What follows belongs to an exercise in optimizing a design on an open flow for small area, a short achievable clock period and few clock cycles per item; a production flow would make more cautious choices.
The RTL was checked by simulation tests, not by an equivalence proof against the original design.
No activity file was given, so power comes from the tool's default toggle rates.

<file path="flow/run.sh">
#!/bin/bash
# synth_recipe.tcl (not shown) runs the flow's synth.tcl, then flattens the netlist and writes it again
# the make line also repeats each setting of config.mk as NAME=value (left out here)
make -C /OpenROAD-flow-scripts/flow DESIGN_CONFIG=/design/flow/config.mk WORK_HOME=/design/flow/orfs CLKGATE_MAP_FILE= SYNTH_SCRIPT=/design/flow/synth_recipe.tcl finish
</file>
<file path="flow/config.mk">
export PLATFORM = sky130hd
export DESIGN_NAME = mips_arith
export DESIGN_NICKNAME = mips_arith
export VERILOG_FILES = /design/flow/design.v
export SDC_FILE = /design/flow/constraint.sdc
export NUM_CORES = 4
export LEC_CHECK = 0
export ABC_AREA = 1
export CAP_MARGIN = 20
export CORE_MARGIN = 2
export CORE_UTILIZATION = 40
export SETUP_SLACK_MARGIN = 5
export SLEW_MARGIN = 20
</file>
<file path="flow/constraint.sdc">
create_clock -name core_clock -period 10.0 [get_ports {clk}]
set_input_delay 2.0000 -clock core_clock [delete_from_list [all_inputs] [get_ports {clk}]]
set_output_delay 2.0000 -clock core_clock [all_outputs]
set_load 0.01 [all_outputs]
</file>
<file path="flow/design.v">
module booth_enc (input  logic [15:0] b,
                  output logic [7:0]  neg,
                  output logic [7:0]  one,
                  output logic [7:0]  two);
wire [16:0] bx = {b, 1'b0};
genvar j;
for (j = 0; j < 8; j++) begin : g
	assign neg[j] = bx[2*j+2];
	assign one[j] = bx[2*j+1] ^ bx[2*j];
	assign two[j] = (bx[2*j+2] & ~bx[2*j+1] & ~bx[2*j]) | (~bx[2*j+2] & bx[2*j+1] & bx[2*j]);
end
endmodule
module int_mult (input  logic [15:0] a,
                 input  logic [7:0]  neg,
                 input  logic [7:0]  one,
                 input  logic [7:0]  two,
                 output logic [31:0] s,
                 output logic [31:0] c);
wire [16:0] ax = {a[15], a};
wire [16:0] a2 = {a, 1'b0};
wire neg0 = neg[0];
wire one0 = one[0];
wire two0 = two[0];
wire [16:0] w0 = (({17{one0}} & ax) | ({17{two0}} & a2)) ^ {17{neg0}};
wire neg1 = neg[1];
wire one1 = one[1];
wire two1 = two[1];
wire [16:0] w1 = (({17{one1}} & ax) | ({17{two1}} & a2)) ^ {17{neg1}};
wire neg2 = neg[2];
wire one2 = one[2];
wire two2 = two[2];
wire [16:0] w2 = (({17{one2}} & ax) | ({17{two2}} & a2)) ^ {17{neg2}};
wire neg3 = neg[3];
wire one3 = one[3];
wire two3 = two[3];
wire [16:0] w3 = (({17{one3}} & ax) | ({17{two3}} & a2)) ^ {17{neg3}};
wire neg4 = neg[4];
wire one4 = one[4];
wire two4 = two[4];
wire [16:0] w4 = (({17{one4}} & ax) | ({17{two4}} & a2)) ^ {17{neg4}};
wire neg5 = neg[5];
wire one5 = one[5];
wire two5 = two[5];
wire [16:0] w5 = (({17{one5}} & ax) | ({17{two5}} & a2)) ^ {17{neg5}};
wire neg6 = neg[6];
wire one6 = one[6];
wire two6 = two[6];
wire [16:0] w6 = (({17{one6}} & ax) | ({17{two6}} & a2)) ^ {17{neg6}};
wire neg7 = neg[7];
wire one7 = one[7];
wire two7 = two[7];
wire [16:0] w7 = (({17{one7}} & ax) | ({17{two7}} & a2)) ^ {17{neg7}};
wire s1 = w0[10] ^ w1[8];
wire k2 = w0[10] & w1[8];
wire s3 = w0[11] ^ w1[9];
wire k4 = w0[11] & w1[9];
wire s5 = w0[12] ^ w1[10] ^ w2[8];
wire k6 = (w0[12] & w1[10]) | (w0[12] & w2[8]) | (w1[10] & w2[8]);
wire s7 = w3[6] ^ w4[4];
wire k8 = w3[6] & w4[4];
wire s9 = w0[13] ^ w1[11] ^ w2[9];
wire k10 = (w0[13] & w1[11]) | (w0[13] & w2[9]) | (w1[11] & w2[9]);
wire s11 = w3[7] ^ w4[5];
wire k12 = w3[7] & w4[5];
wire s13 = w0[14] ^ w1[12] ^ w2[10];
wire k14 = (w0[14] & w1[12]) | (w0[14] & w2[10]) | (w1[12] & w2[10]);
wire s15 = w3[8] ^ w4[6] ^ w5[4];
wire k16 = (w3[8] & w4[6]) | (w3[8] & w5[4]) | (w4[6] & w5[4]);
wire s17 = w6[2] ^ w7[0];
wire k18 = w6[2] & w7[0];
wire s19 = w0[15] ^ w1[13] ^ w2[11];
wire k20 = (w0[15] & w1[13]) | (w0[15] & w2[11]) | (w1[13] & w2[11]);
wire s21 = w3[9] ^ w4[7] ^ w5[5];
wire k22 = (w3[9] & w4[7]) | (w3[9] & w5[5]) | (w4[7] & w5[5]);
wire s23 = w6[3] ^ w7[1];
wire k24 = w6[3] & w7[1];
wire s25 = ~w0[16] ^ w1[14] ^ w2[12];
wire k26 = (~w0[16] & w1[14]) | (~w0[16] & w2[12]) | (w1[14] & w2[12]);
wire s27 = w3[10] ^ w4[8] ^ w5[6];
wire k28 = (w3[10] & w4[8]) | (w3[10] & w5[6]) | (w4[8] & w5[6]);
wire s29 = w6[4] ^ w7[2] ^ 1'b1;
wire k30 = (w6[4] & w7[2]) | (w6[4] & 1'b1) | (w7[2] & 1'b1);
wire s31 = w1[15] ^ w2[13] ^ w3[11];
wire k32 = (w1[15] & w2[13]) | (w1[15] & w3[11]) | (w2[13] & w3[11]);
wire s33 = w4[9] ^ w5[7] ^ w6[5];
wire k34 = (w4[9] & w5[7]) | (w4[9] & w6[5]) | (w5[7] & w6[5]);
wire s35 = w7[3] ^ 1'b1;
wire k36 = w7[3] & 1'b1;
wire s37 = ~w1[16] ^ w2[14] ^ w3[12];
wire k38 = (~w1[16] & w2[14]) | (~w1[16] & w3[12]) | (w2[14] & w3[12]);
wire s39 = w4[10] ^ w5[8] ^ w6[6];
wire k40 = (w4[10] & w5[8]) | (w4[10] & w6[6]) | (w5[8] & w6[6]);
wire s41 = w2[15] ^ w3[13] ^ w4[11];
wire k42 = (w2[15] & w3[13]) | (w2[15] & w4[11]) | (w3[13] & w4[11]);
wire s43 = w5[9] ^ w6[7];
wire k44 = w5[9] & w6[7];
wire s45 = ~w2[16] ^ w3[14] ^ w4[12];
wire k46 = (~w2[16] & w3[14]) | (~w2[16] & w4[12]) | (w3[14] & w4[12]);
wire s47 = w3[15] ^ w4[13];
wire k48 = w3[15] & w4[13];
wire s49 = w0[6] ^ w1[4];
wire k50 = w0[6] & w1[4];
wire s51 = w0[7] ^ w1[5];
wire k52 = w0[7] & w1[5];
wire s53 = w0[8] ^ w1[6] ^ w2[4];
wire k54 = (w0[8] & w1[6]) | (w0[8] & w2[4]) | (w1[6] & w2[4]);
wire s55 = w3[2] ^ w4[0];
wire k56 = w3[2] & w4[0];
wire s57 = w0[9] ^ w1[7] ^ w2[5];
wire k58 = (w0[9] & w1[7]) | (w0[9] & w2[5]) | (w1[7] & w2[5]);
wire s59 = w3[3] ^ w4[1];
wire k60 = w3[3] & w4[1];
wire s61 = s1 ^ w2[6] ^ w3[4];
wire k62 = (s1 & w2[6]) | (s1 & w3[4]) | (w2[6] & w3[4]);
wire s63 = w4[2] ^ w5[0] ^ neg5;
wire k64 = (w4[2] & w5[0]) | (w4[2] & neg5) | (w5[0] & neg5);
wire s65 = k2 ^ s3 ^ w2[7];
wire k66 = (k2 & s3) | (k2 & w2[7]) | (s3 & w2[7]);
wire s67 = w3[5] ^ w4[3] ^ w5[1];
wire k68 = (w3[5] & w4[3]) | (w3[5] & w5[1]) | (w4[3] & w5[1]);
wire s69 = k4 ^ s5 ^ s7;
wire k70 = (k4 & s5) | (k4 & s7) | (s5 & s7);
wire s71 = w5[2] ^ w6[0] ^ neg6;
wire k72 = (w5[2] & w6[0]) | (w5[2] & neg6) | (w6[0] & neg6);
wire s73 = k6 ^ k8 ^ s9;
wire k74 = (k6 & k8) | (k6 & s9) | (k8 & s9);
wire s75 = s11 ^ w5[3] ^ w6[1];
wire k76 = (s11 & w5[3]) | (s11 & w6[1]) | (w5[3] & w6[1]);
wire s77 = k10 ^ k12 ^ s13;
wire k78 = (k10 & k12) | (k10 & s13) | (k12 & s13);
wire s79 = s15 ^ s17 ^ neg7;
wire k80 = (s15 & s17) | (s15 & neg7) | (s17 & neg7);
wire s81 = k14 ^ k16 ^ k18;
wire k82 = (k14 & k16) | (k14 & k18) | (k16 & k18);
wire s83 = s19 ^ s21 ^ s23;
wire k84 = (s19 & s21) | (s19 & s23) | (s21 & s23);
wire s85 = k20 ^ k22 ^ k24;
wire k86 = (k20 & k22) | (k20 & k24) | (k22 & k24);
wire s87 = s25 ^ s27 ^ s29;
wire k88 = (s25 & s27) | (s25 & s29) | (s27 & s29);
wire s89 = k26 ^ k28 ^ k30;
wire k90 = (k26 & k28) | (k26 & k30) | (k28 & k30);
wire s91 = s31 ^ s33 ^ s35;
wire k92 = (s31 & s33) | (s31 & s35) | (s33 & s35);
wire s93 = k32 ^ k34 ^ k36;
wire k94 = (k32 & k34) | (k32 & k36) | (k34 & k36);
wire s95 = s37 ^ s39 ^ w7[4];
wire k96 = (s37 & s39) | (s37 & w7[4]) | (s39 & w7[4]);
wire s97 = k38 ^ k40 ^ s41;
wire k98 = (k38 & k40) | (k38 & s41) | (k40 & s41);
wire s99 = s43 ^ w7[5] ^ 1'b1;
wire k100 = (s43 & w7[5]) | (s43 & 1'b1) | (w7[5] & 1'b1);
wire s101 = k42 ^ k44 ^ s45;
wire k102 = (k42 & k44) | (k42 & s45) | (k44 & s45);
wire s103 = w5[10] ^ w6[8] ^ w7[6];
wire k104 = (w5[10] & w6[8]) | (w5[10] & w7[6]) | (w6[8] & w7[6]);
wire s105 = k46 ^ s47 ^ w5[11];
wire k106 = (k46 & s47) | (k46 & w5[11]) | (s47 & w5[11]);
wire s107 = w6[9] ^ w7[7] ^ 1'b1;
wire k108 = (w6[9] & w7[7]) | (w6[9] & 1'b1) | (w7[7] & 1'b1);
wire s109 = k48 ^ ~w3[16] ^ w4[14];
wire k110 = (k48 & ~w3[16]) | (k48 & w4[14]) | (~w3[16] & w4[14]);
wire s111 = w5[12] ^ w6[10] ^ w7[8];
wire k112 = (w5[12] & w6[10]) | (w5[12] & w7[8]) | (w6[10] & w7[8]);
wire s113 = w4[15] ^ w5[13] ^ w6[11];
wire k114 = (w4[15] & w5[13]) | (w4[15] & w6[11]) | (w5[13] & w6[11]);
wire s115 = w7[9] ^ 1'b1;
wire k116 = w7[9] & 1'b1;
wire s117 = ~w4[16] ^ w5[14] ^ w6[12];
wire k118 = (~w4[16] & w5[14]) | (~w4[16] & w6[12]) | (w5[14] & w6[12]);
wire s119 = w5[15] ^ w6[13];
wire k120 = w5[15] & w6[13];
wire s121 = w0[4] ^ w1[2];
wire k122 = w0[4] & w1[2];
wire s123 = w0[5] ^ w1[3];
wire k124 = w0[5] & w1[3];
wire s125 = s49 ^ w2[2] ^ w3[0];
wire k126 = (s49 & w2[2]) | (s49 & w3[0]) | (w2[2] & w3[0]);
wire s127 = k50 ^ s51 ^ w2[3];
wire k128 = (k50 & s51) | (k50 & w2[3]) | (s51 & w2[3]);
wire s129 = k52 ^ s53 ^ s55;
wire k130 = (k52 & s53) | (k52 & s55) | (s53 & s55);
wire s131 = k54 ^ k56 ^ s57;
wire k132 = (k54 & k56) | (k54 & s57) | (k56 & s57);
wire s133 = k58 ^ k60 ^ s61;
wire k134 = (k58 & k60) | (k58 & s61) | (k60 & s61);
wire s135 = k62 ^ k64 ^ s65;
wire k136 = (k62 & k64) | (k62 & s65) | (k64 & s65);
wire s137 = k66 ^ k68 ^ s69;
wire k138 = (k66 & k68) | (k66 & s69) | (k68 & s69);
wire s139 = k70 ^ k72 ^ s73;
wire k140 = (k70 & k72) | (k70 & s73) | (k72 & s73);
wire s141 = k74 ^ k76 ^ s77;
wire k142 = (k74 & k76) | (k74 & s77) | (k76 & s77);
wire s143 = k78 ^ k80 ^ s81;
wire k144 = (k78 & k80) | (k78 & s81) | (k80 & s81);
wire s145 = k82 ^ k84 ^ s85;
wire k146 = (k82 & k84) | (k82 & s85) | (k84 & s85);
wire s147 = k86 ^ k88 ^ s89;
wire k148 = (k86 & k88) | (k86 & s89) | (k88 & s89);
wire s149 = k90 ^ k92 ^ s93;
wire k150 = (k90 & k92) | (k90 & s93) | (k92 & s93);
wire s151 = k94 ^ k96 ^ s97;
wire k152 = (k94 & k96) | (k94 & s97) | (k96 & s97);
wire s153 = k98 ^ k100 ^ s101;
wire k154 = (k98 & k100) | (k98 & s101) | (k100 & s101);
wire s155 = k102 ^ k104 ^ s105;
wire k156 = (k102 & k104) | (k102 & s105) | (k104 & s105);
wire s157 = k106 ^ k108 ^ s109;
wire k158 = (k106 & k108) | (k106 & s109) | (k108 & s109);
wire s159 = k110 ^ k112 ^ s113;
wire k160 = (k110 & k112) | (k110 & s113) | (k112 & s113);
wire s161 = k114 ^ k116 ^ s117;
wire k162 = (k114 & k116) | (k114 & s117) | (k116 & s117);
wire s163 = k118 ^ s119 ^ w7[11];
wire k164 = (k118 & s119) | (k118 & w7[11]) | (s119 & w7[11]);
wire s165 = k120 ^ ~w5[16] ^ w6[14];
wire k166 = (k120 & ~w5[16]) | (k120 & w6[14]) | (~w5[16] & w6[14]);
wire s167 = w6[15] ^ w7[13];
wire k168 = w6[15] & w7[13];
wire s169 = w0[2] ^ w1[0];
wire k170 = w0[2] & w1[0];
wire s171 = w0[3] ^ w1[1];
wire k172 = w0[3] & w1[1];
wire s173 = s121 ^ w2[0] ^ neg2;
wire k174 = (s121 & w2[0]) | (s121 & neg2) | (w2[0] & neg2);
wire s175 = k122 ^ s123 ^ w2[1];
wire k176 = (k122 & s123) | (k122 & w2[1]) | (s123 & w2[1]);
wire s177 = k124 ^ s125 ^ neg3;
wire k178 = (k124 & s125) | (k124 & neg3) | (s125 & neg3);
wire s179 = k126 ^ s127 ^ w3[1];
wire k180 = (k126 & s127) | (k126 & w3[1]) | (s127 & w3[1]);
wire s181 = k128 ^ s129 ^ neg4;
wire k182 = (k128 & s129) | (k128 & neg4) | (s129 & neg4);
wire s183 = k130 ^ s131 ^ s59;
wire k184 = (k130 & s131) | (k130 & s59) | (s131 & s59);
wire s185 = k132 ^ s133 ^ s63;
wire k186 = (k132 & s133) | (k132 & s63) | (s133 & s63);
wire s187 = k134 ^ s135 ^ s67;
wire k188 = (k134 & s135) | (k134 & s67) | (s135 & s67);
wire s189 = k136 ^ s137 ^ s71;
wire k190 = (k136 & s137) | (k136 & s71) | (s137 & s71);
wire s191 = k138 ^ s139 ^ s75;
wire k192 = (k138 & s139) | (k138 & s75) | (s139 & s75);
wire s193 = k140 ^ s141 ^ s79;
wire k194 = (k140 & s141) | (k140 & s79) | (s141 & s79);
wire s195 = k142 ^ s143 ^ s83;
wire k196 = (k142 & s143) | (k142 & s83) | (s143 & s83);
wire s197 = k144 ^ s145 ^ s87;
wire k198 = (k144 & s145) | (k144 & s87) | (s145 & s87);
wire s199 = k146 ^ s147 ^ s91;
wire k200 = (k146 & s147) | (k146 & s91) | (s147 & s91);
wire s201 = k148 ^ s149 ^ s95;
wire k202 = (k148 & s149) | (k148 & s95) | (s149 & s95);
wire s203 = k150 ^ s151 ^ s99;
wire k204 = (k150 & s151) | (k150 & s99) | (s151 & s99);
wire s205 = k152 ^ s153 ^ s103;
wire k206 = (k152 & s153) | (k152 & s103) | (s153 & s103);
wire s207 = k154 ^ s155 ^ s107;
wire k208 = (k154 & s155) | (k154 & s107) | (s155 & s107);
wire s209 = k156 ^ s157 ^ s111;
wire k210 = (k156 & s157) | (k156 & s111) | (s157 & s111);
wire s211 = k158 ^ s159 ^ s115;
wire k212 = (k158 & s159) | (k158 & s115) | (s159 & s115);
wire s213 = k160 ^ s161 ^ w7[10];
wire k214 = (k160 & s161) | (k160 & w7[10]) | (s161 & w7[10]);
wire s215 = k162 ^ s163 ^ 1'b1;
wire k216 = (k162 & s163) | (k162 & 1'b1) | (s163 & 1'b1);
wire s217 = k164 ^ s165 ^ w7[12];
wire k218 = (k164 & s165) | (k164 & w7[12]) | (s165 & w7[12]);
wire s219 = k166 ^ s167 ^ 1'b1;
wire k220 = (k166 & s167) | (k166 & 1'b1) | (s167 & 1'b1);
wire s221 = k168 ^ ~w6[16] ^ w7[14];
wire k222 = (k168 & ~w6[16]) | (k168 & w7[14]) | (~w6[16] & w7[14]);
wire s223 = w7[15] ^ 1'b1;
wire k224 = w7[15] & 1'b1;
assign s = {1'b1, k224, k222, k220, k218, k216, k214, k212, k210, k208, k206, k204, k202, k200, k198, k196, k194, k192, k190, k188, k186, k184, k182, k180, k178, k176, k174, k172, k170, s169, w0[1], w0[0]};
assign c = {1'b0, ~w7[16], s223, s221, s219, s217, s215, s213, s211, s209, s207, s205, s203, s201, s199, s197, s195, s193, s191, s189, s187, s185, s183, s181, s179, s177, s175, s173, s171, neg1, 1'b0, neg0};
endmodule
module mips_arith (input  logic        clk,
                   input  logic        reset,
                   input  logic        start,
                   input  logic [3:0]  op,
                   input  logic [31:0] a,
                   input  logic [31:0] b,
                   output logic        ready,
                   output logic        done,
                   output logic [31:0] result,
                   output logic [31:0] result2);
localparam logic [2:0] K_INC = 3'd0, K_MUL = 3'd1, K_FADD = 3'd2, K_FCMP = 3'd3, K_DIV = 3'd4;
localparam logic [1:0] D_NONE = 2'd0, D_LOAD = 2'd1, D_STEP = 2'd2, D_FIN = 2'd3;
logic        rdy, v1;
logic [3:0]  op1;
logic [31:0] a1, b1;
assign ready = rdy;
logic [7:0]  bone_n, btwo_n, bone1, btwo1;
booth_enc benc(.b(b[15:0]), .neg(), .one(bone_n), .two(btwo_n));
logic [7:0]  dab_n, dba_n, ad_n, ad1;
logic        gt_n, gt1, eq1;
assign dab_n = a[30:23] - b[30:23];
assign dba_n = b[30:23] - a[30:23];
assign gt_n  = dab_n[7];
assign ad_n  = gt_n ? dba_n : dab_n;
logic [31:0] na, nb;
logic [5:0]  lza, lzb;
logic [5:0]  lza1, lzb1;
logic        pa, pb, pa1, pb1, dz_n, dz1;
assign na = a ^ {32{a[31]}};
assign nb = b ^ {32{b[31]}};
always_comb begin
	lza = 6'd32;
	for (int i = 0; i < 32; i++) if (na[i]) lza = 6'(31 - i);
	lzb = 6'd32;
	for (int i = 0; i < 32; i++) if (nb[i]) lzb = 6'(31 - i);
end
assign pa        = a[31] & ((na[31:1] & ~na[30:0]) == 31'b0);
assign pb        = b[31] & ((nb[31:1] & ~nb[30:0]) == 31'b0);
assign dz_n      = (b == 32'b0);
logic        v2;
logic [2:0]  k2;
logic [1:0]  dph;
logic [31:0] m_a, m_b;
logic [7:0]  m_c;
logic        f0, f1, f2, f3, m_ci;    
logic [33:0] m_d;
logic        is_div1;
logic [2:0]  k1;
assign is_div1 = (op1 == 4'd5);
always_comb begin
	case (op1)
		4'd4:       k1 = K_MUL;
		4'd5:       k1 = K_DIV;
		4'd6, 4'd7: k1 = K_FADD;
		4'd8:       k1 = K_FCMP;
		default:    k1 = K_INC;    
	endcase
end
logic [31:0] alu, alu_as;
assign alu_as = a1 + (b1 ^ {32{op1[1]}}) + {31'b0, op1[1]};
always_comb begin
	case (op1[1:0])
		2'b01:   alu = a1 & b1;
		2'b10:   alu = ~a1;
		default: alu = alu_as;
	endcase
end
logic [7:0]  ea, eb, ad, sh_amt;
logic        greater, isadd, isround, sh_a;
logic [30:0] sh_in, sh_out;
logic [23:0] unsh, fx, fy;
assign ea      = a1[30:23];
assign eb      = b1[30:23];
assign greater = gt1;
assign ad      = ad1;
assign isadd   = (op1[3:1] == 3'b011);
assign isround = (op1 == 4'd9);
assign sh_a    = isadd ? greater : ~greater;
assign sh_in   = {isadd | isround, (sh_a | isround) ? a1[22:0] : b1[22:0], 7'b0};
assign sh_amt  = isround ? {3'b0, 5'd29 - a1[27:23]} : ad;
assign sh_out  = sh_in >> sh_amt;
assign unsh    = {isadd, sh_a ? b1[22:0] : a1[22:0]};
assign fx      = sh_a ? sh_out[30:7] : unsh;
assign fy      = sh_a ? unsh : sh_out[30:7];
logic fsub1;
assign fsub1   = ~isadd | (a1[31] ^ b1[31] ^ op1[0]);
logic [7:0]  re;
logic [31:0] rint, rj;
logic        rcin, r_norm, r_sat, r_m1;
assign re     = a1[30:23];
assign rint   = {1'b0, sh_out};
assign r_norm = (re >= 8'd127) && (re <= 8'd157);
assign r_sat  = (re >= 8'd158) && (re <= 8'd254);
assign r_m1   = (re == 8'd126);
always_comb begin
	if (r_norm)     rj = rint ^ {32{a1[31]}};
	else if (r_sat) rj = a1[31] ? 32'h80000000 : 32'h7fffffff;
	else if (r_m1)  rj = a1[31] ? 32'hffffffff : 32'h00000001;
	else            rj = 32'h0;
end
assign rcin = r_norm & (a1[22] ^ a1[31]);
logic [31:0] ms, mc;
int_mult multiply(.a(a1[15:0]), .neg({b1[15], b1[13], b1[11], b1[9], b1[7], b1[5], b1[3], b1[1]}),
                  .one(bone1), .two(btwo1), .s(ms), .c(mc));
logic [31:0] dn, dd, dl_s1;
logic [33:0] dl3_s1;
logic [6:0]  sdiff;
logic        dsingle;
assign dn = a1[31] ? -a1 : a1;
assign dd = b1[31] ? -b1 : b1;
assign sdiff   = {1'b0, lzb1} - {6'b0, pb1} - {1'b0, lza1} + {6'b0, pa1};
assign dsingle = dz1 | sdiff[6] | (sdiff == 7'd0);
assign dl_s1   = dsingle ? dd : dd << {sdiff[4:1], 1'b0};
assign dl3_s1  = {2'b0, dl_s1} + {1'b0, dl_s1, 1'b0};
logic [31:0] ssum;
assign ssum = m_a + m_b + {31'b0, m_ci};
logic        dsub, dq, dlast;
logic [31:0] dsum;
assign dsub = ~((dph == D_FIN) & ~f1);
assign {dq, dsum} = {1'b0, m_a} + {1'b0, m_b ^ {32{dsub}}} + {32'b0, dsub};
assign dlast = (m_c[4:0] == 5'd0);
logic [33:0] dtb, dtc;
logic        dq1, dq0;
assign dtb      = {2'b0, m_a} - {1'b0, m_b, 1'b0};
assign dtc      = {2'b0, m_a} - m_d;
assign dq1      = ~dtb[33];
assign dq0      = dq1 ? ~dtc[33] : dq;
logic [31:0] qf, quo, ds, dsd, rem;
assign qf  = f2 ? {31'h7fffffff, ~m_a[31]} : result;
assign quo = f0 ? -qf : qf;
assign ds  = {m_a[30], m_a[30:0]};
assign dsd = {dsum[31] ^ m_a[31] ^ m_a[30], dsum[30:0]};
always_comb begin
	if (f1) rem = m_a[30] ? ds : ((m_a[30:0] == 31'b0) ? 32'b0 : dsd);
	else    rem = m_a[30] ? dsd : ds;
end
logic [24:0] fdyx, fres;
logic        fd22, feff, fsign, fzero, fxy_eq;
logic [31:0] fadd_out;
logic [1:0]  fcmp_out;
assign fdyx   = ~(m_a[24:0] + m_b[24:0]);
assign fd22   = ssum[22];
assign fxy_eq = &(m_a[23:0] ^ m_b[23:0]);
assign feff   = f0 ^ f1;
assign fres   = (feff & fd22) ? fdyx : ssum[24:0];
assign fsign  = feff ? (f0 ^ fd22) : f0;
assign fzero  = feff ? fxy_eq : ((m_a[23:0] == 24'b0) && (m_b[23:0] == 24'b0));
always_comb begin
	if (fzero && f2)  fadd_out = 32'b0;
	else if (fres[24]) fadd_out = {fsign, m_c + 8'd1, fres[23:1]};
	else               fadd_out = {fsign, m_c, fres[22:0]};
end
always_comb begin
	case ({f0, f1})
		2'b00:   fcmp_out = fxy_eq ? 2'b00 : (fd22 ? 2'b11 : 2'b01);
		2'b01:   fcmp_out = 2'b01;
		2'b10:   fcmp_out = 2'b11;
		default: fcmp_out = fxy_eq ? 2'b00 : (fd22 ? 2'b01 : 2'b11);
	endcase
end
logic [31:0] res_n;
always_comb begin
	case (k2)
		K_MUL:   res_n = ssum;
		K_FADD:  res_n = fadd_out;
		K_FCMP:  res_n = {30'b0, fcmp_out};
		K_DIV: begin
			case (dph)
				D_STEP:  res_n = f3 ? {30'b0, dq1, dq0} : {result[29:0], dq1, dq0};
				default: res_n = quo;
			endcase
		end
		default: res_n = ssum;
	endcase
end
logic mid_free;
assign mid_free = (dph == D_NONE) || (dph == D_FIN);
always_ff @(posedge clk) begin
	op1 <= op;
	a1  <= a;
	b1  <= b;
	bone1    <= bone_n;
	btwo1    <= btwo_n;
	ad1      <= ad_n;
	gt1      <= gt_n;
	eq1      <= (dab_n == 8'd0);
	lza1     <= lza;
	lzb1     <= lzb;
	pa1      <= pa;
	pb1      <= pb;
	dz1      <= dz_n;
	result  <= res_n;
	result2 <= rem;
	if (reset) begin
		rdy  <= 1'b1;
		v1   <= 1'b0;
		v2   <= 1'b0;
		dph  <= D_NONE;
		done <= 1'b0;
	end
	else begin
		v1   <= start & rdy;
		done <= v2 & ((k2 != K_DIV) | (dph == D_FIN));
		rdy  <= ~(start & rdy & (op == 4'd5)) &
		        ~(v1 & is_div1 & ~dsingle & (sdiff[4:1] != 4'd0)) &
		        ~((dph == D_STEP) & (m_c[4:1] != 4'd0));
		if (mid_free) begin
			v2  <= v1;
			dph <= (v1 & is_div1) ? D_STEP : D_NONE;
		end
		else if (dlast) dph <= D_FIN;
	end
	m_d <= mid_free ? dl3_s1 : m_d >> 2;
	if (mid_free) begin
		k2 <= k1;
		case (k1)
			K_MUL: begin
				m_a <= ms;
				m_b <= mc;
				m_ci <= 1'b0;
			end
			K_FADD, K_FCMP: begin
				m_a <= {8'b0, fx};
				m_b <= {8'b0, fy} ^ {32{fsub1}};
				m_ci <= fsub1;
				m_c <= greater ? eb : ea;
				f0  <= a1[31];
				f1  <= b1[31] ^ (isadd & op1[0]);
				f2  <= eq1;
			end
			K_DIV: begin
				m_a <= dn;
				m_b <= dl_s1;
				m_c <= dsingle ? 8'd0 : {4'b0, sdiff[4:1]};
				f0  <= a1[31] ^ b1[31];
				f1  <= a1[31];
				f2  <= dz1;
				f3  <= 1'b1;
			end
			default: begin
				m_a <= (op1 == 4'd9) ? rj : alu;
				m_b <= 32'b0;
				m_ci <= (op1 == 4'd9) & rcin;
			end
		endcase
	end
	else begin
		f3 <= 1'b0;
		if (dlast) m_a <= dq1 ? dtc[31:0] : dsum;
		else begin
			if (dq1) m_a <= dq0 ? dtc[31:0] : dtb[31:0];
			else if (dq0) m_a <= dsum;
			m_b <= m_b >> 2;
			m_c <= m_c - 8'd1;
		end
	end
end
endmodule
</file>
==> results of run 1 <==
## cells in the mapped netlist, types with 7 or more instances
| cell | n | share of area, % |
|---|---|---|
| nand2_1 | 1317 | 13 |
| inv_1 | 625 | 6.0 |
| a21oi_1 | 498 | 6.4 |
| o21ai_0 | 445 | 5.7 |
| nor2_1 | 402 | 3.9 |
| xor2_1 | 351 | 7.9 |
| nand3_1 | 324 | 4.2 |
| ha_1 | 258 | 8.3 |
| dfxtp_1 | 213 | 11 |
| clkbuf_1 | 170 | 1.6 |
| o21ai_1 | 154 | 2.0 |
| o22ai_1 | 143 | 2.3 |
| xnor2_1 | 140 | 3.2 |
| fa_1 | 96 | 4.9 |
| edfxtp_1 | 79 | 6.1 |
| nor3_1 | 72 | 0.93 |
| o211ai_1 | 66 | 1.3 |
| buf_2 | 62 | 0.80 |
| buf_1 | 51 | 0.49 |
| nand4_1 | 51 | 0.82 |
| a31oi_1 | 37 | 0.59 |
| o21ai_2 | 36 | 0.81 |
| nor4_1 | 33 | 0.53 |
| o311ai_0 | 28 | 0.63 |
| inv_2 | 24 | 0.23 |
| o21a_1 | 23 | 0.44 |
| o221ai_1 | 19 | 0.43 |
| nand2_2 | 17 | 0.27 |
| or2_2 | 15 | 0.24 |
| clkinv_1 | 14 | 0.13 |
| a21o_1 | 13 | 0.25 |
| a21oi_2 | 13 | 0.29 |
| nor3_2 | 12 | 0.31 |
| nor2_2 | 11 | 0.18 |
| o21bai_1 | 11 | 0.21 |
| a21boi_0 | 9 | 0.17 |
| buf_4 | 9 | 0.17 |
| buf_6 | 9 | 0.26 |
| or2_1 | 9 | 0.14 |
| a21boi_1 | 8 | 0.15 |
| a221oi_1 | 8 | 0.18 |
| a211oi_1 | 7 | 0.13 |
| o31ai_1 | 7 | 0.13 |
## worst max-delay path: cells and delay by family, from the launching register on
kind,cells,cell delay (ns)
compound gates,6,0.82
fa+ha+maj,5,2.00
buf+inv,6,0.56
flops,1,0.32
simple gates,20,1.75
## registers in the layout, summed over array words and instances (netlist names), 2 cells and up
name     flops
k2           3
ad1          8
lza1         6
result      32
m_a         32
b1          31
m_d         34
btwo1        8
m_b         32
m_c          8
bone1        8
lzb1         6
op1          4
result2     32
a1          32
dph          2
## cell families (layout without fill, tap and decap cells)
group / count (synthesis) / after routing / synth area share, %
and+or+nand+nor: 2300 / 2301 / 25.25
AOI/OAI and AO/OA: 1570 / 1571 / 23.28
buffers and inverters: 971 / 1016 / 9.884
xor gates and xnor gates: 492 / 492 / 11.12
adders and majority gates: 354 / 354 / 13.23
DFF: 292 / 292 / 17.05
muxes: 7 / 7 / 0.1929
other: 0 / 1 / 0
## placed cells by master, fill, tap and decap left out, types with 51 or more instances in the layout
cell             netlist  routed
nand2_1             1317    1301
inv_1                625     611
a21oi_1              498     487
o21ai_0              445     416
nor2_1               402     396
xor2_1               351     346
nand3_1              324     319
ha_1                 258     237
dfxtp_1              213     211
o21ai_1              154     166
o22ai_1              143     136
clkdlybuf4s50_1        0     134
xnor2_1              140     132
buf_4                  9     124
fa_1                  96      93
edfxtp_1              79      79
nor3_1                72      70
o211ai_1              66      66
nand4_1               51      51
## area by class of cell
type	instances	share of cell area [%]
Antenna cell	1	0.005677
Clock buffer	47	2.347
Clock inverter	19	0.6301
Timing Repair inverter	6	0.1022
Timing Repair Buffer	276	5.839
Inverter	668	5.901
Multi-Input combinational cell	4725	66.49
Tap cell	1276	3.622
Sequential cell	292	15.06
## per-stage QoR
stage	cell area (sq um)	instances	utilization, %	hold slack, ns	worst slack, ns
4_1_cts	43570	7285	45.12	0.4604	4.492
6_report	44080	7310	45.65	0.4535	4.400
5_1_grt	44080	7309	45.65	0.4875	4.185
3_3_place_gp	41290	7164	42.76	0.4488	2.624
2_1_floorplan	39150	5986	-	0.4283	4.852
3_5_place_dp	41320	7165	42.79	0.4520	2.485
## worst max-delay path by stage
| stage | from | end | slack [ns] | cells past startpoint |
|---|---|---|---|---|
| 2_1_floorplan | lza1[0] | m_d[31] | 4.85 | 29 |
| 3_3_place_gp | lza1[0] | m_d[31] | 2.62 | 32 |
| 3_5_place_dp | lza1[0] | m_d[29] | 2.48 | 31 |
| 4_1_cts | lza1[0] | m_d[31] | 4.49 | 32 |
| 5_1_grt | lza1[0] | m_d[30] | 4.19 | 37 |
| 6_report | lza1[0] | m_d[30] | 4.40 | 37 |
## layer usage
layer  vias up  part of all wire [%]  track usage (%)
met5         -                 0.032                0
met4         8                   7.9            23.51
met3       492                   7.6            4.801
met2      2037                    45            58.64
met1     20220                    40            45.61
li1      20210                     -                -
## timing repair
item	in CTS	in global routing
setup endpoints to repair	137	114
buffers inserted	48	20
gates resized for setup	112	75
pin swaps	34	20
cloned	6	4
## power by group
part,switching [W],internal [W]
Sequential,0.000413,0.00158
Clock,0.000582,0.000872
Combinational,0.00612,0.00344
Total,0.00711,0.00589
==> impl_metrics.json, run 1 <==
{
  "crit_top_cell": "nand2_2",
  "io_buffers": 136,
  "avgSynthCellArea_sq_um": 6.503,
  "clock_latency_ns": 0.61,
  "synth-seq-area-share_pct": 17.05,
  "drive_gt1_share_pct": 8.553,
  "boundaryPins": 137,
  "syn_area_sq_um": 38930,
  "grt_max_degree": 70,
  "reg2regPathDepth": 37,
  "seq_area_sq_um": 6639,
  "drtPass1Iterations": 6,
  "rsz0062_at_grt": "true",
  "fillers": 10250,
  "synthFlopType": "dfxtp_1",
  "post-route-period-util_pct": 56.00,
  "crit_path_end_kind": "flip-flop",
  "synth_fp_nets": 6411,
  "synth_warnings": 1,
  "grt_pass1_wl_um": 267000,
  "synthCells": 5986,
  "critPathMaxStageDelay_ns": 0.64,
  "routedWlPerCell_um": 25.74,
  "grt_pass1_vias": 39560,
  "p_leak_nw": 19.50,
  "rrSetupSlack_ns": 4.40,
  "core_area_sq_um": 96570,
  "hp-class": "flip-flop to flip-flop",
  "relSlewSlack_pct": 18.17,
  "clkTransAtPathRegs_ns": 0.06,
  "num_vias": 42970,
  "powerDensity_nw_per_um2": 295.0,
  "dieHeight_um": 316.0,
  "drtIter0Drc": 4613,
  "worst_pin_slew_ns": 1.215,
  "worstPathMaxFanout": 7,
  "syn_to_final_growth_pct": 13.24,
  "r2r-start": "lza1[0]",
  "cts_buffer_depth": 3,
  "hpwlAfterDp_um": 149900,
  "irDropWorstVdd_mv": 0.1212,
  "drcViolationCount": 0,
  "fin_nets": 6430,
  "status": "complete, no violations",
  "cp.arrival_ns": 6.07,
  "ys_ff_latch": 292,
  "async_flop_share_pct": 0,
  "finalCriticalPeriod_ns": 5.600,
  "cts-root-buf": "clkbuf_16",
  "gp_congestion": 1.087,
  "grt-ovfl-total": 0,
  "initial_core_util_pct": 40.31,
  "cpMaxStageDelayCell": "fa_2",
  "die_w_um": 316.0,
  "min-delay-start": "rdy",
  "maxSlewViolCount": 0,
  "die-area_sq_um": 99830,
  "fin_worst_skew_ns": 0.04137,
  "finalHoldViolCount": 0,
  "clock-sinks": 292,
  "maxCapViolations": 0,
  "detail_route.vias_per_cell": 5.878,
  "fmaxAchievable_mhz": 178.6,
  "ys_types": 91,
  "min_delay_path_depth": 2,
  "cts_hold_buf": 0,
  "synth_edf_count": 79,
  "final_antenna_net_count": 0,
  "setup_viol": 0,
  "fin_setup_tns_ns": 0,
  "crit_required_ns": 10.47,
  "cts_buffers": 36,
  "reg2reg_to": "m_d[30]",
  "track_usage_pct": 36.34,
  "hold_end": "v1",
  "totalWireLength_um": 188200,
  "cts_tree": "yes",
  "criticalPathCategory": "flip-flop to flip-flop",
  "finalPower_w": 0.01301,
  "antenna_found_initial": 8,
  "startpoint_type": "flip-flop",
  "rows": 114,
  "h-tree-depth": 2,
  "multi_input_area_sq_um": 29310
}
Testbench counts, summed over its fixed seeds: cycles 10,794, ops 8,000.
==> inputs of run 2 (changes only) <==
--- a/flow/design.v
+++ b/flow/design.v
@@ -1 +1,35 @@
+module bk_add #(parameter int W = 32)
+               (input  logic [W-1:0] x,
+                input  logic [W-1:0] y,
+                input  logic         ci,
+                output logic [W-1:0] s,
+                output logic         co);
+localparam int L = (W <= 2) ? 1 : (W <= 4) ? 2 : (W <= 8) ? 3 : (W <= 16) ? 4 : (W <= 32) ? 5 : 6;
+logic [W-1:0] p, g, pp, gg;
+always_comb begin
+	p  = x ^ y;
+	g  = x & y;
+	pp = p;
+	gg = g;
+	gg[0] = g[0] | (p[0] & ci);
+	for (int lv = 0; lv < L; lv++) begin
+		for (int i = 0; i < W; i++) begin
+			if ((i % (2 << lv)) == (2 << lv) - 1) begin
+				gg[i] = gg[i] | (pp[i] & gg[i - (1 << lv)]);
+				pp[i] = pp[i] & pp[i - (1 << lv)];
+			end
+		end
+	end
+	for (int lv = L - 2; lv >= 0; lv--) begin
+		for (int i = 0; i < W; i++) begin
+			if ((i >= 3 * (1 << lv) - 1) && (((i - (3 * (1 << lv) - 1)) % (2 << lv)) == 0)) begin
+				gg[i] = gg[i] | (pp[i] & gg[i - (1 << lv)]);
+				pp[i] = pp[i] & pp[i - (1 << lv)];
+			end
+		end
+	end
+	s  = p ^ {gg[W-2:0], ci};
+	co = gg[W-1];
+end
+endmodule
 module booth_enc (input  logic [15:0] b,
@@ -306,3 +340,3 @@
 logic [5:0]  lza1, lzb1;
-logic        pa, pb, pa1, pb1, dz_n, dz1;
+logic        pa, pb, dz_n, dz1;
 assign na = a ^ {32{a[31]}};
@@ -338,3 +372,3 @@
 logic [31:0] alu, alu_as;
-assign alu_as = a1 + (b1 ^ {32{op1[1]}}) + {31'b0, op1[1]};
+bk_add #(32) alu_add(.x(a1), .y(b1 ^ {32{op1[1]}}), .ci(op1[1]), .s(alu_as), .co());
 always_comb begin
@@ -389,3 +423,3 @@
 assign dd = b1[31] ? -b1 : b1;
-assign sdiff   = {1'b0, lzb1} - {6'b0, pb1} - {1'b0, lza1} + {6'b0, pa1};
+assign sdiff   = {1'b0, lzb1} - {1'b0, lza1};
 assign dsingle = dz1 | sdiff[6] | (sdiff == 7'd0);
@@ -394,3 +428,3 @@
 logic [31:0] ssum;
-assign ssum = m_a + m_b + {31'b0, m_ci};
+bk_add #(32) s_add(.x(m_a), .y(m_b), .ci(m_ci), .s(ssum), .co());
 logic        dsub, dq, dlast;
@@ -408,3 +442,3 @@
 assign qf  = f2 ? {31'h7fffffff, ~m_a[31]} : result;
-assign quo = f0 ? -qf : qf;
+bk_add #(32) q_add(.x(qf ^ {32{f0}}), .y(32'b0), .ci(f0), .s(quo), .co());
 assign ds  = {m_a[30], m_a[30:0]};
@@ -419,3 +453,5 @@
 logic [1:0]  fcmp_out;
-assign fdyx   = ~(m_a[24:0] + m_b[24:0]);
+logic [24:0] fxy;
+bk_add #(25) f_add(.x(m_a[24:0]), .y(m_b[24:0]), .ci(1'b0), .s(fxy), .co());
+assign fdyx   = ~fxy;
 assign fd22   = ssum[22];
@@ -465,6 +501,4 @@
 	eq1      <= (dab_n == 8'd0);
-	lza1     <= lza;
-	lzb1     <= lzb;
-	pa1      <= pa;
-	pb1      <= pb;
+	lza1     <= lza - {5'b0, pa};
+	lzb1     <= lzb - {5'b0, pb};
 	dz1      <= dz_n;
==> run 2 against run 1 <==
Still clean on timing, DRC and antenna. Sequential cell count fell by 2. Hold slack got worse by 0.0022 ns. Critical path depth fell by 11. Cell count fell by 5.2%. Die area fell by 3.2%. Utilization rose by 0.65 points. Sequential share of layout area rose by 0.23 points. Via count fell by 6.4%. Global-route usage fell by 1.8 points. Critical endpoint is now m_d[17]. Largest power group unchanged. Highest routed layer unchanged.
==> impl_metrics.json, run 2 <==
{
  "drcViolationCount": 0,
  "totalWireLength_um": 174200,
  "syn_area_sq_um": 37650,
  "setup_ws_ns": 4.882,
  "criticalPathCategory": "flip-flop to flip-flop",
  "boundaryPins": 137,
  "fin_util_pct": 46.30,
  "crit_path_end_kind": "flip-flop",
  "avgSynthCellArea_sq_um": 6.744,
  "grt_pass1_wl_um": 250400,
  "yosys.area.top_type": "nand2_1",
  "cts-root-buf": "clkbuf_16",
  "die-area_sq_um": 96590,
  "synth_fp_nets": 6057,
  "finalCriticalPeriod_ns": 5.118,
  "relSlewSlack_pct": 18.96,
  "initial_core_util_pct": 40.34,
  "h-tree-depth": 2,
  "layout_commonest_cell": "nand2_1",
  "fin_setup_tns_ns": 0,
  "worst_pin_slew_ns": 1.203,
  "synth_top_area_share_pct": 11.83,
  "largest_reg_flops": 34,
  "place_inst": 6768,
  "hp-class": "flip-flop to flip-flop",
  "synth_edf_count": 79,
  "final_antenna_net_count": 0,
  "stdcell_count": 6931,
  "routedWlPerCell_um": 25.13,
  "die_w_um": 310.8,
  "detail_route.vias_per_cell": 5.804,
  "io_buffers": 136,
  "synthMostInstantiatedCell": "nand2_1",
  "cts_buffer_depth": 3,
  "rows": 112,
  "fillers": 9870,
  "core_area_sq_um": 93330,
  "cts_buffers": 37,
  "clkPwrFrac_pct": 11.7,
  "clock_latency_ns": 0.61,
  "grt_max_degree": 67,
  "cpMaxStageDelayCell": "o22ai_1",
  "clkTransAtPathRegs_ns": 0.06,
  "synthCells": 5583,
  "fin_nets": 6122,
  "swShare_pct": 54.29,
  "grt_pass1_vias": 37720,
  "setup_viol": 0,
  "reg2regPathDepth": 26,
  "reg2reg_to": "m_d[17]",
  "crit_end": "m_d[17]",
  "ys_types": 74,
  "rsz0062_at_grt": "true",
  "status": "complete, no violations",
  "num_vias": 40230,
  "drive_gt1_share_pct": 9.408,
  "track_usage_pct": 34.50,
  "ys_ff_latch": 290,
  "power_frac_seq_pct": 15.9,
  "synth_warnings": 3,
  "async_flop_share_pct": 0,
  "synth_top_cells_by_count": "1187 x nand2_1, 630 x inv_1, 439 x o21ai_0",
  "synth-seq-area-share_pct": 17.52,
  "fin_worst_skew_ns": 0.02052,
  "worstSetupStartpoint": "b1[11]",
  "gp_congestion": 1.042,
  "mostFrequentLayoutCells": "1159 x nand2_1, 612 x inv_1, 406 x o21ai_0",
  "worstPathMaxFanout": 15,
  "post-route-period-util_pct": 51.18,
  "maxCapViolations": 0,
  "dp_slack_ns": 3.200,
  "cts_tree": "yes",
  "top_register": "m_d",
  "rrSetupSlack_ns": 4.88,
  "antenna_found_initial": 4,
  "synth_area_leaders": "nand2_1 12%, dfxtp_1 11%, ha_1 8.9%",
  "p_int_w": 0.005605,
  "crit_top_cell": "buf_4",
  "p_leak_nw": 19.33,
  "syn_to_final_growth_pct": 14.77,
  "drtPass1Iterations": 8,
  "startpoint_type": "flip-flop",
  "power.switching_w": 0.006658,
  "powerDensity_nw_per_um2": 283.8,
  "fmaxAchievable_mhz": 195.4,
  "synthFlopType": "dfxtp_1",
  "hpwlAfterDp_um": 135400,
  "timing.hold.ws_ns": 0.4513,
  "irDropWorstVdd_mv": 0.1407,
  "drtIter0Drc": 4524,
  "maxSlewViolCount": 0,
  "cp.arrival_ns": 5.58,
  "finalHoldViolCount": 0,
  "clock-sinks": 290,
  "dieHeight_um": 310.8,
  "grt-ovfl-total": 0,
  "r2r-start": "b1[11]",
  "critPathMaxStageDelay_ns": 0.50,
  "pwr-share-comb_pct": 72.3,
  "crit_required_ns": 10.46
}
[run 2: cell types whose count changed after synthesis, sizes merged, moves of 20 or more]
cell | before | now
nor3 | 86 | 60
o21ai | 638 | 608
fa | 96 | 135
o211ai | 68 | 112
nand3 | 328 | 275
xnor2 | 140 | 160
a21oi | 511 | 392
o311ai | 33 | 1
nand2 | 1339 | 1193
nor2 | 420 | 322
[run 2: through the flow]
stage          cell area, sq um  total power (W)
2_1_floorplan             37650         0.007142
3_5_place_dp              40020         0.009990
4_1_cts                   42050          0.01168
3_3_place_gp              40020          0.01000
5_1_grt                   43210          0.01305
6_report                  43210          0.01226
[run 2: how the worst min path moves through the flow]
stage | start | to | depth (start not counted)
after detailed placement | m_d[20] | m_d[18] | 2
after CTS | m_d[20] | m_d[18] | 2
after global routing | rdy | v1 | 2
after floorplan | m_d[12] | m_d[10] | 2
final | rdy | v1 | 2
after global placement | v2 | done | 2
[run 2: logic make-up after synthesis]
logic type	after synthesis	share of synthesized area (%)
AOI/OAI and AO/OA	1463	22.53
xor gates and xnor gates	514	11.96
adders and majority gates	403	16.08
buffers and inverters	951	9.843
DFF	290	17.52
muxes	12	0.3190
and+or+nand+nor	1950	21.74
[run 2: power by group through the flow]
stage / registers, W / clock network [W] / logic [W]
2_1_floorplan: 0.00185 / 0 / 0.00529
3_3_place_gp: 0.00197 / 0 / 0.00803
3_5_place_dp: 0.00197 / 0 / 0.00802
4_1_cts: 0.00195 / 0.00145 / 0.00828
6_report: 0.00196 / 0.00143 / 0.00887
5_1_grt: 0.00198 / 0.00150 / 0.00958
[run 2: worst max-delay path: cells and delay by family, from the launching register on]
family | cells | cell delay, ns
fa+ha+maj | 1 | 0.45
xor+xnor | 2 | 0.30
simple gates | 5 | 0.68
flops | 1 | 0.31
compound gates | 7 | 1.32
buf+inv | 10 | 1.71
mux | 1 | 0.18
[run 2: area by class of cell]
class	instances	area, sq um	area share (%)
Antenna cell	1	2.502	0.005791
Clock buffer	47	1005	2.325
Clock inverter	20	267.8	0.6197
Inverter	667	2571	5.950
Multi-Input combinational cell	4345	28280	65.45
Sequential cell	290	6606	15.29
Tap cell	1254	1569	3.631
Timing Repair Buffer	306	2904	6.721
Timing Repair inverter	1	5.005	0.01158
[run 2: what timing repair did]
| action | in CTS | in global routing |
|---|---|---|
| endpoints found under the hold margin | 0 | 0 |
| pin swaps | 25 | 47 |
| cloned | 5 | 3 |
| hold buffers | 0 | 0 |
| setup endpoints to repair | 126 | 124 |
| gates resized for setup | 117 | 179 |
| buffers inserted | 35 | 51 |
[run 2: routing by layer]
metal	routed length [um]	up-vias	part of all wire, %	track usage (%)
li1	-	18840	-	-
met1	67970	18770	39	43.64
met2	75940	2125	44	53.87
met3	15820	488	9.1	5.625
met4	14420	8	8.3	23.63
met5	52	-	0.030	0
Testbench counts of run 2, summed over its fixed seeds: cycles 10,794, ops 8,000.
==> inputs of run 3 (changes only) <==
--- a/flow/design.v
+++ b/flow/design.v
@@ -340,3 +340,3 @@
 logic [5:0]  lza1, lzb1;
-logic        pa, pb, dz_n, dz1;
+logic        pa, pb, pa1, pb1, dz_n, dz1;
 assign na = a ^ {32{a[31]}};
@@ -357,4 +357,4 @@
 logic [7:0]  m_c;
-logic        f0, f1, f2, f3, m_ci;    
-logic [33:0] m_d;
+logic        f0, f1, f2, f3, m_ci;
+logic [1:0]  d3h;
 logic        is_div1;
@@ -417,12 +417,9 @@
                   .one(bone1), .two(btwo1), .s(ms), .c(mc));
-logic [31:0] dn, dd, dl_s1;
-logic [33:0] dl3_s1;
+logic [31:0] dn, dd;
 logic [6:0]  sdiff;
 logic        dsingle;
-assign dn = a1[31] ? -a1 : a1;
-assign dd = b1[31] ? -b1 : b1;
-assign sdiff   = {1'b0, lzb1} - {1'b0, lza1};
+bk_add #(32) dn_add(.x(a1 ^ {32{a1[31]}}), .y(32'b0), .ci(a1[31]), .s(dn), .co());
+bk_add #(32) dd_add(.x(b1 ^ {32{b1[31]}}), .y(32'b0), .ci(b1[31]), .s(dd), .co());
+assign sdiff   = {1'b0, lzb1} - {6'b0, pb1} - {1'b0, lza1} + {6'b0, pa1};
 assign dsingle = dz1 | sdiff[6] | (sdiff == 7'd0);
-assign dl_s1   = dsingle ? dd : dd << {sdiff[4:1], 1'b0};
-assign dl3_s1  = {2'b0, dl_s1} + {1'b0, dl_s1, 1'b0};
 logic [31:0] ssum;
@@ -434,8 +431,11 @@
 assign dlast = (m_c[4:0] == 5'd0);
-logic [33:0] dtb, dtc;
+logic [33:0] dtb, dtc, dl3_load;
+logic [31:0] dl_load;
 logic        dq1, dq0;
 assign dtb      = {2'b0, m_a} - {1'b0, m_b, 1'b0};
-assign dtc      = {2'b0, m_a} - m_d;
+assign dtc      = {2'b0, m_a} - {d3h, result2};
 assign dq1      = ~dtb[33];
 assign dq0      = dq1 ? ~dtc[33] : dq;
+assign dl_load  = m_b << {m_c[4:1], 1'b0};
+bk_add #(34) d3_add(.x({2'b0, dl_load}), .y({1'b0, dl_load, 1'b0}), .ci(1'b0), .s(dl3_load), .co());
 logic [31:0] qf, quo, ds, dsd, rem;
@@ -483,3 +483,4 @@
 			case (dph)
-				D_STEP:  res_n = f3 ? {30'b0, dq1, dq0} : {result[29:0], dq1, dq0};
+				D_LOAD:  res_n = {31'b0, f3 & dq};
+				D_STEP:  res_n = {result[29:0], dq1, dq0};
 				default: res_n = quo;
@@ -501,7 +502,11 @@
 	eq1      <= (dab_n == 8'd0);
-	lza1     <= lza - {5'b0, pa};
-	lzb1     <= lzb - {5'b0, pb};
+	lza1     <= lza;
+	lzb1     <= lzb;
+	pa1      <= pa;
+	pb1      <= pb;
 	dz1      <= dz_n;
 	result  <= res_n;
-	result2 <= rem;
+	if ((k2 == K_DIV) & (dph == D_LOAD)) {d3h, result2} <= dl3_load;
+	else if ((k2 == K_DIV) & (dph == D_STEP)) {d3h, result2} <= {2'b0, d3h, result2[31:2]};
+	else result2 <= rem;
 	if (reset) begin
@@ -516,4 +521,4 @@
 		done <= v2 & ((k2 != K_DIV) | (dph == D_FIN));
-		rdy  <= ~(start & rdy & (op == 4'd5)) &
-		        ~(v1 & is_div1 & ~dsingle & (sdiff[4:1] != 4'd0)) &
+		rdy  <= ~(start & rdy & (op == 4'd5)) & ~(v1 & is_div1 & ~dsingle) &
+		        ~((dph == D_LOAD) & ~f3 & (m_c[4:1] != 4'd0)) &
 		        ~((dph == D_STEP) & (m_c[4:1] != 4'd0));
@@ -521,7 +526,7 @@
 			v2  <= v1;
-			dph <= (v1 & is_div1) ? D_STEP : D_NONE;
+			dph <= (v1 & is_div1) ? D_LOAD : D_NONE;
 		end
+		else if (dph == D_LOAD) dph <= f3 ? D_FIN : D_STEP;
 		else if (dlast) dph <= D_FIN;
 	end
-	m_d <= mid_free ? dl3_s1 : m_d >> 2;
 	if (mid_free) begin
@@ -545,4 +550,4 @@
 				m_a <= dn;
-				m_b <= dl_s1;
-				m_c <= dsingle ? 8'd0 : {4'b0, sdiff[4:1]};
+				m_b <= dd;
+				m_c <= {3'b0, sdiff[4:0]};
 				f0  <= a1[31] ^ b1[31];
@@ -550,3 +555,3 @@
 				f2  <= dz1;
-				f3  <= 1'b1;
+				f3  <= dsingle;
 			end
@@ -559,12 +564,16 @@
 	end
-	else begin
-		f3 <= 1'b0;
-		if (dlast) m_a <= dq1 ? dtc[31:0] : dsum;
+	else if (dph == D_LOAD) begin
+		if (f3) m_a <= dsum;
 		else begin
-			if (dq1) m_a <= dq0 ? dtc[31:0] : dtb[31:0];
-			else if (dq0) m_a <= dsum;
-			m_b <= m_b >> 2;
-			m_c <= m_c - 8'd1;
+			m_b <= dl_load;
+			m_c <= {4'b0, m_c[4:1]};
 		end
 	end
+	else if (dlast) m_a <= dq1 ? dtc[31:0] : dsum;
+	else begin
+		if (dq1) m_a <= dq0 ? dtc[31:0] : dtb[31:0];
+		else if (dq0) m_a <= dsum;
+		m_b <= m_b >> 2;
+		m_c <= m_c - 8'd1;
+	end
 end
==> run 3 against run 2 <==
Still clean. Hold slack gained 0.029 ns. Synthesized cell count down 2.4%. Sequential power shrank 7%. Non-clock buffer count shrank 48. Worst setup slack improved by 0.20 ns. Count of clock-buffer cells in the layout decreased by 5. Critical endpoint is now m_b[17]. Largest cell class unchanged. Largest power group unchanged.
==> impl_metrics.json, run 3 <==
{
  "crit_path_end_kind": "flip-flop",
  "cts_tree": "yes",
  "avgSynthCellArea_sq_um": 6.824,
  "syn_to_final_growth_pct": 12.18,
  "clock_latency_ns": 0.60,
  "crit_required_ns": 10.31,
  "antenna_found_initial": 6,
  "dieHeight_um": 308.9,
  "async_flop_share_pct": 0,
  "hp-class": "flip-flop to flip-flop",
  "post-route-period-util_pct": 49.19,
  "dp_slack_ns": 3.620,
  "final_area_sq_um": 41710,
  "dpl_cell_area_sq_um": 39630,
  "num_vias": 40080,
  "setup_ws_ns": 5.081,
  "io_buffers": 136,
  "synthMostInstantiatedCell": "nand2_1",
  "finalHoldViolCount": 0,
  "final_antenna_net_count": 0,
  "p_leak_nw": 18.85,
  "cts_buffers": 38,
  "ys_types": 71,
  "fin_worst_skew_ns": 0.02674,
  "totalWireLength_um": 177500,
  "mostFrequentLayoutCells": "1187 x nand2_1, 597 x inv_1, 452 x o21ai_0",
  "layout_commonest_cell": "nand2_1",
  "worstPathMaxFanout": 18,
  "core_area_sq_um": 91940,
  "hpwlAfterDp_um": 139800,
  "yosys.area.top_type": "nand2_1",
  "gp_congestion": 1.021,
  "synthCells": 5449,
  "syn_area_sq_um": 37180,
  "grt_pass1_vias": 38250,
  "multi_input_area_sq_um": 27930,
  "cts_hold_buf": 0,
  "irDropWorstVdd_mv": 0.1643,
  "finalPower_w": 0.01127,
  "fillers": 9761,
  "clkPwrFrac_pct": 12.6,
  "die-area_sq_um": 95410,
  "powerDensity_nw_per_um2": 270.1,
  "cts_buffer_depth": 3,
  "clock-sinks": 260,
  "startpoint_type": "flip-flop",
  "initial_core_util_pct": 40.44,
  "criticalPathCategory": "flip-flop to flip-flop",
  "grt_max_degree": 68,
  "cp.arrival_ns": 5.23,
  "setup_viol": 0,
  "fin_util_pct": 45.37,
  "synth_area_leaders": "nand2_1 12%, ha_1 10%, dfxtp_1 9.6%",
  "grt-ovfl-total": 0,
  "drcViolationCount": 0,
  "grt_pass1_wl_um": 255100,
  "fin_nets": 6008,
  "swShare_pct": 57.23,
  "synthFlopType": "dfxtp_1",
  "synth-seq-area-share_pct": 16.21,
  "boundaryPins": 137,
  "power_frac_seq_pct": 16.2,
  "rows": 111,
  "p_int_w": 0.004819,
  "finalCriticalPeriod_ns": 4.919,
  "status": "complete, no violations",
  "track_usage_pct": 36.23,
  "drive_gt1_share_pct": 6.258,
  "pwr-share-comb_pct": 71.2,
  "ys_ff_latch": 260,
  "synth_edf_count": 82,
  "synth_top_cells_by_count": "1190 x nand2_1, 607 x inv_1, 464 x o21ai_0",
  "synth_fp_nets": 5972,
  "die_w_um": 308.9,
  "maxSlewViolCount": 0,
  "synth_top_area_share_pct": 12.01,
  "synth_warnings": 4,
  "power.switching_w": 0.006448,
  "fin_setup_tns_ns": 0,
  "relSlewSlack_pct": 17.87,
  "detail_route.vias_per_cell": 5.930,
  "cts-root-buf": "clkbuf_16",
  "drtPass1Iterations": 6,
  "seq_area_sq_um": 6030,
  "clkTransAtPathRegs_ns": 0.06,
  "routedWlPerCell_um": 26.26,
  "drtIter0Drc": 4152,
  "maxCapViolations": 0,
  "h-tree-depth": 2,
  "rsz0062_at_grt": "true",
  "fmaxAchievable_mhz": 203.3,
  "worst_pin_slew_ns": 1.232
}
run 3: layout make-up:
class / instances / share of cell area (%)
sequential: 260 / 14.46
timing repair inverter: 5 / 0.07799
timing repair buffer: 258 / 5.756
antenna: 3 / 0.01800
clock buffer: 42 / 2.466
inverter: 644 / 5.999
multi-input combinational: 4278 / 66.95
clock inverter: 26 / 0.5489
tap: 1243 / 3.729
run 3: critical path: stages (launching register included):
cell        delay [ns]
dfxtp_1           0.68
clkinvlp_4        0.59
o22ai_1           0.31
xor2_1            0.13
fa_1              0.46
fa_1              0.51
inv_1             0.05
fa_1              0.53
inv_1             0.06
fa_1              0.55
nor2_1            0.14
o31ai_1           0.50
nand3_1           0.14
run 3: per-layer routing:
metal | wire length, um | vias to the layer above | global-route usage [%]
li1 | - | 18440 | -
met1 | 68140 | 19120 | 44.24
met2 | 80710 | 2000 | 59.22
met3 | 15430 | 519 | 6.474
met4 | 13200 | 6 | 22.42
met5 | 39 | - | 0
run 3: metrics by stage:
step / hold slack (ns) / std cells
6_report: 0.4807 / 6759
5_1_grt: 0.5091 / 6756
4_1_cts: 0.4744 / 6719
3_5_place_dp: 0.4496 / 6632
3_3_place_gp: 0.4509 / 6631
2_1_floorplan: 0.4451 / 5449
run 3: power by group through the flow:
stage / clock network (W) / registers [W] / logic [W]
floorplan: 0 / 0.00165 / 0.00453
global placement: 0 / 0.00184 / 0.00759
detailed placement: 0 / 0.00184 / 0.00755
CTS: 0.00143 / 0.00182 / 0.00768
global route: 0.00147 / 0.00183 / 0.00859
finish: 0.00142 / 0.00183 / 0.00802
run 3: path summary, 6_finish.rpt:
kind                   to   from  cells past startpoint  slack (ns)
setup / recovery  m_b[17]  a1[7]                     12        5.08
hold / removal         v1    rdy                      2        0.48
setup reg to reg  m_b[17]  a1[7]                     12        5.08
hold reg to reg        v1    rdy                      2        0.48
run 3: kinds of logic (layout without fill, tap and decap cells):
group                    after synthesis  after routing  share of synthesized area [%]
AO/OA/AOI/OAI                       1335           1336                          21.25
XOR/XNOR                             535            535                          12.60
adder cells (fa/ha/maj)              452            452                          18.26
buffers and inverters                912            975                          9.482
flip-flops                           260            260                          16.21
multiplexers                          13             13                         0.3533
other                                  0              3                              0
AND/OR/NAND/NOR                     1942           1942                          21.85
run 3: what timing repair did:
action / 4_1_cts / 5_1_grt
setup buffers: 16 / 32
resized for setup: 48 / 64
gates cloned: 3 / 5
pin swaps: 0 / 6
setup endpoints to repair: 128 / 90
Testbench counts of run 3, summed over its fixed seeds: cycles 11,227, ops 8,000.
==> inputs of run 4 (changes only) <==
==> flow/flow/run.sh (new file) <==
#!/bin/bash
set -euo pipefail
bash standard.sh SETUP_SLACK_MARGIN=5.5 finish > standard.log 2>&1
==> flow/standard.sh (new file) <==
#!/bin/bash
# synth_recipe.tcl (not shown) runs the flow's synth.tcl, then flattens the netlist and writes it again
# the make line also repeats each setting of config.mk as NAME=value (left out here)
make -C /OpenROAD-flow-scripts/flow DESIGN_CONFIG=/design/flow/config.mk WORK_HOME=/design/flow/orfs CLKGATE_MAP_FILE= SYNTH_SCRIPT=/design/flow/synth_recipe.tcl "${@:-finish}"
--- a/flow/config.mk
+++ b/flow/config.mk
@@ -11,3 +11,2 @@
 export CORE_UTILIZATION = 40
-export SETUP_SLACK_MARGIN = 5
 export SLEW_MARGIN = 20
removed: flow/run.sh
==> run 4 against run 3 <==
Still clean. Clock skew up 0.012 ns. Hold slack got worse by 0.022 ns. Sequential cell count unchanged. Global-route usage is 0.25 points lower.
==> impl_metrics.json, run 4 <==
{
  "synth_area_leaders": "nand2_1 12%, ha_1 10%, dfxtp_1 9.6%",
  "use_met1_pct": 43.98,
  "track_usage_pct": 35.98,
  "initial_core_util_pct": 40.44,
  "critPathMaxStageDelay_ns": 0.38,
  "fin_nets": 6102,
  "grt_max_degree": 71,
  "crit_top_cell": "nand2_1",
  "fillers": 9623,
  "status": "complete, no violations",
  "finalHoldViolCount": 0,
  "detail_route.vias_per_cell": 5.961,
  "startpoint_type": "flip-flop",
  "cts-root-buf": "clkbuf_16",
  "synth_top_cells_by_count": "1190 x nand2_1, 607 x inv_1, 464 x o21ai_0",
  "drtPass1Iterations": 7,
  "relSlewSlack_pct": 32.24,
  "antenna_found_initial": 6,
  "clock_latency_ns": 0.61,
  "cp_cell_sequence": "buf_4, inv_4, ha_1, buf_4, nand3_4, buf_12, nand2_2, o21ai_4, inv_2, o21ai_0, nand2_1, o21ai_1, o21ai_0, nand2_1, o211ai_1, nand2_1, o21ai_1, nor2_1, o21bai_1, nand2_1, o211ai_1",
  "ys_types": 71,
  "avgSynthCellArea_sq_um": 6.824,
  "fin_setup_tns_ns": 0,
  "syn_area_sq_um": 37180,
  "drtIter0Drc": 4631,
  "hp-class": "flip-flop to flip-flop",
  "totalWireLength_um": 178800,
  "crit_path_end_kind": "flip-flop",
  "synthCells": 5449,
  "synth_warnings": 4,
  "rows": 111,
  "routedWlPerCell_um": 26.08,
  "yosys.area.top_type": "nand2_1",
  "synth_edf_count": 82,
  "cpMaxStageDelayCell": "buf_4",
  "gp_congestion": 1.106,
  "cp.buffers_inverters": 5,
  "post-route-period-util_pct": 44.65,
  "die_w_um": 308.9,
  "setup_viol": 0,
  "met2_usage_pct": 57.87,
  "layout_commonest_cell": "nand2_1",
  "synth_fp_nets": 5972,
  "clock-sinks": 260,
  "cts_buffer_depth": 3,
  "worstPathMaxFanout": 28,
  "cp.arrival_ns": 4.87,
  "worst_pin_slew_ns": 1.015,
  "grt-ovfl-total": 0,
  "crit_required_ns": 10.40,
  "mostFrequentLayoutCells": "1177 x nand2_1, 582 x inv_1, 431 x o21ai_0",
  "core_area_sq_um": 91940,
  "p_leak_nw": 19.56,
  "syn_to_final_growth_pct": 16.39,
  "grt_pass1_wl_um": 254300,
  "irDropWorstVdd_mv": 0.1529,
  "fmaxAchievable_mhz": 223.9,
  "synth_top_area_share_pct": 12.01,
  "boundaryPins": 137,
  "num_vias": 40860,
  "final_antenna_net_count": 0,
  "synth-seq-area-share_pct": 16.21,
  "drcViolationCount": 0,
  "h-tree-depth": 2,
  "dieHeight_um": 308.9,
  "cts_tree": "yes",
  "criticalPathCategory": "flip-flop to flip-flop",
  "io_buffers": 136,
  "use_met3_pct": 6.687,
  "grt-busiest-layer": "met2",
  "maxSlewViolCount": 0,
  "async_flop_share_pct": 0,
  "cts_buffers": 36,
  "hpwlAfterDp_um": 136100,
  "finalPower_w": 0.01170,
  "synthFlopType": "dfxtp_1",
  "maxCapViolations": 0,
  "die-area_sq_um": 95410,
  "rsz0062_at_grt": "true",
  "cp_top_family": "compound AO/OA/AOI/OAI gates",
  "fin_worst_skew_ns": 0.03862,
  "grt_pass1_vias": 38580,
  "powerDensity_nw_per_um2": 270.4,
  "drive_gt1_share_pct": 9.613,
  "clkTransAtPathRegs_ns": 0.07,
  "ys_ff_latch": 260,
  "synthMostInstantiatedCell": "nand2_1",
  "finalCriticalPeriod_ns": 4.465
}
[run 4: cell counts after synthesis]
No cell type changed its count.
[run 4: tightest hold or removal path, stage by stage, from the launching register on]
cell     delay, ns
dfxtp_1       0.30
inv_1         0.06
nor3_1        0.05
[run 4: worst paths after layout]
kind         startpoint  slack, ns  cells past startpoint  endpoint
max              op1[1]       5.53                     21   m_b[15]
min                 rdy       0.46                      2        v1
max reg2reg      op1[1]       5.53                     21   m_b[15]
min reg2reg         rdy       0.46                      2        v1
[run 4: routing by layer]
metal | vias to the layer above | routed length, um
met5 | - | 41
met4 | 6 | 14900
met3 | 613 | 16810
met2 | 2274 | 79270
met1 | 19320 | 67740
li1 | 18640 | -
[run 4: report_power, final]
part           switching (W)  internal (W)  total [W]
Combinational        0.00558       0.00291    0.00850
Clock               0.000593      0.000840    0.00143
Sequential          0.000408       0.00136    0.00177
Total                0.00658       0.00512     0.0117
[run 4: cells by family after synthesis]
family,count (synthesis),synth area share (%)
compound gates,1335,21.25
buf+inv,912,9.482
flops,260,16.21
mux,13,0.3533
simple gates,1942,21.85
fa+ha+maj,452,18.26
xor+xnor,535,12.60
[run 4: area by class of cell]
class                   count  area [sq um]  share of cell area (%)
diodes                      4         10.01                 0.02313
clock buffers              50          1077                   2.489
clock inverters            16         191.4                  0.4423
inverters                 644          2567                   5.933
multi-input cells        4282         28420                   65.67
flip-flops and latches    260          6051                   13.98
well taps                1243          1555                   3.594
repair buffers            348          3357                   7.757
repair inverters            7         50.05                  0.1156
[run 4: stage by stage]
step | setup WS, ns | utilization, % | cell area [sq um] | hold WS, ns | std cells
floorplan | 5.505 | - | 37190 | 0.4451 | 5449
global placement | 3.992 | 43.02 | 39550 | 0.4486 | 6625
detailed placement | 3.848 | 43.05 | 39580 | 0.4572 | 6626
CTS | 5.500 | 45.63 | 41950 | 0.4654 | 6759
global route | 5.327 | 47.06 | 43270 | 0.4814 | 6850
finish | 5.535 | 47.07 | 43280 | 0.4583 | 6854
[run 4: what timing repair did]
item                                    CTS  global route
endpoints found under the hold margin     0             0
hold buffers                              0             0
buffers inserted                         57            80
gates cloned                             10            10
endpoints found under the setup margin  143           102
pin swaps                                18            43
gates resized for setup                 155           153

## static timing again, ports no longer ideal
The flow's constraints put no driver on any port. The routed layouts listed below were extracted and timed again, unchanged, in two steps.
Step 1 sets driving cells, clkbuf_16 on the clock port and buf_2 on the other inputs (assumed; they add their load-dependent delay and slew).
Step 2 adds t to the input delays and takes it off the output delays; t is the mean of the earliest and latest rising clock arrival at the registers after step 1. Input paths then give back, and output paths get back, about the clock's delay inside the block.
a / b / c = ideal / step 1 / step 2; a / b = the first two.
| run | t (ns) | setup slack, ns | latest minus earliest clock arrival (ns) |
|---|---|---|---|
| run 1 | 0.660 | 4.400 / 4.400 / 4.400 | 0.041 / 0.042 |
| run 2 | 0.666 | 4.882 / 4.882 / 4.650 | 0.022 / 0.022 |
| run 3 | 0.665 | 5.081 / 5.081 / 5.021 | 0.027 / 0.027 |
| run 4 | 0.665 | 5.535 / 5.535 / 5.212 | 0.039 / 0.039 |
After both steps every run listed still meets setup and hold. The setup slack of run 4, which loses most, moves by 0.000 ns with the drivers and by -0.323 ns with both steps.
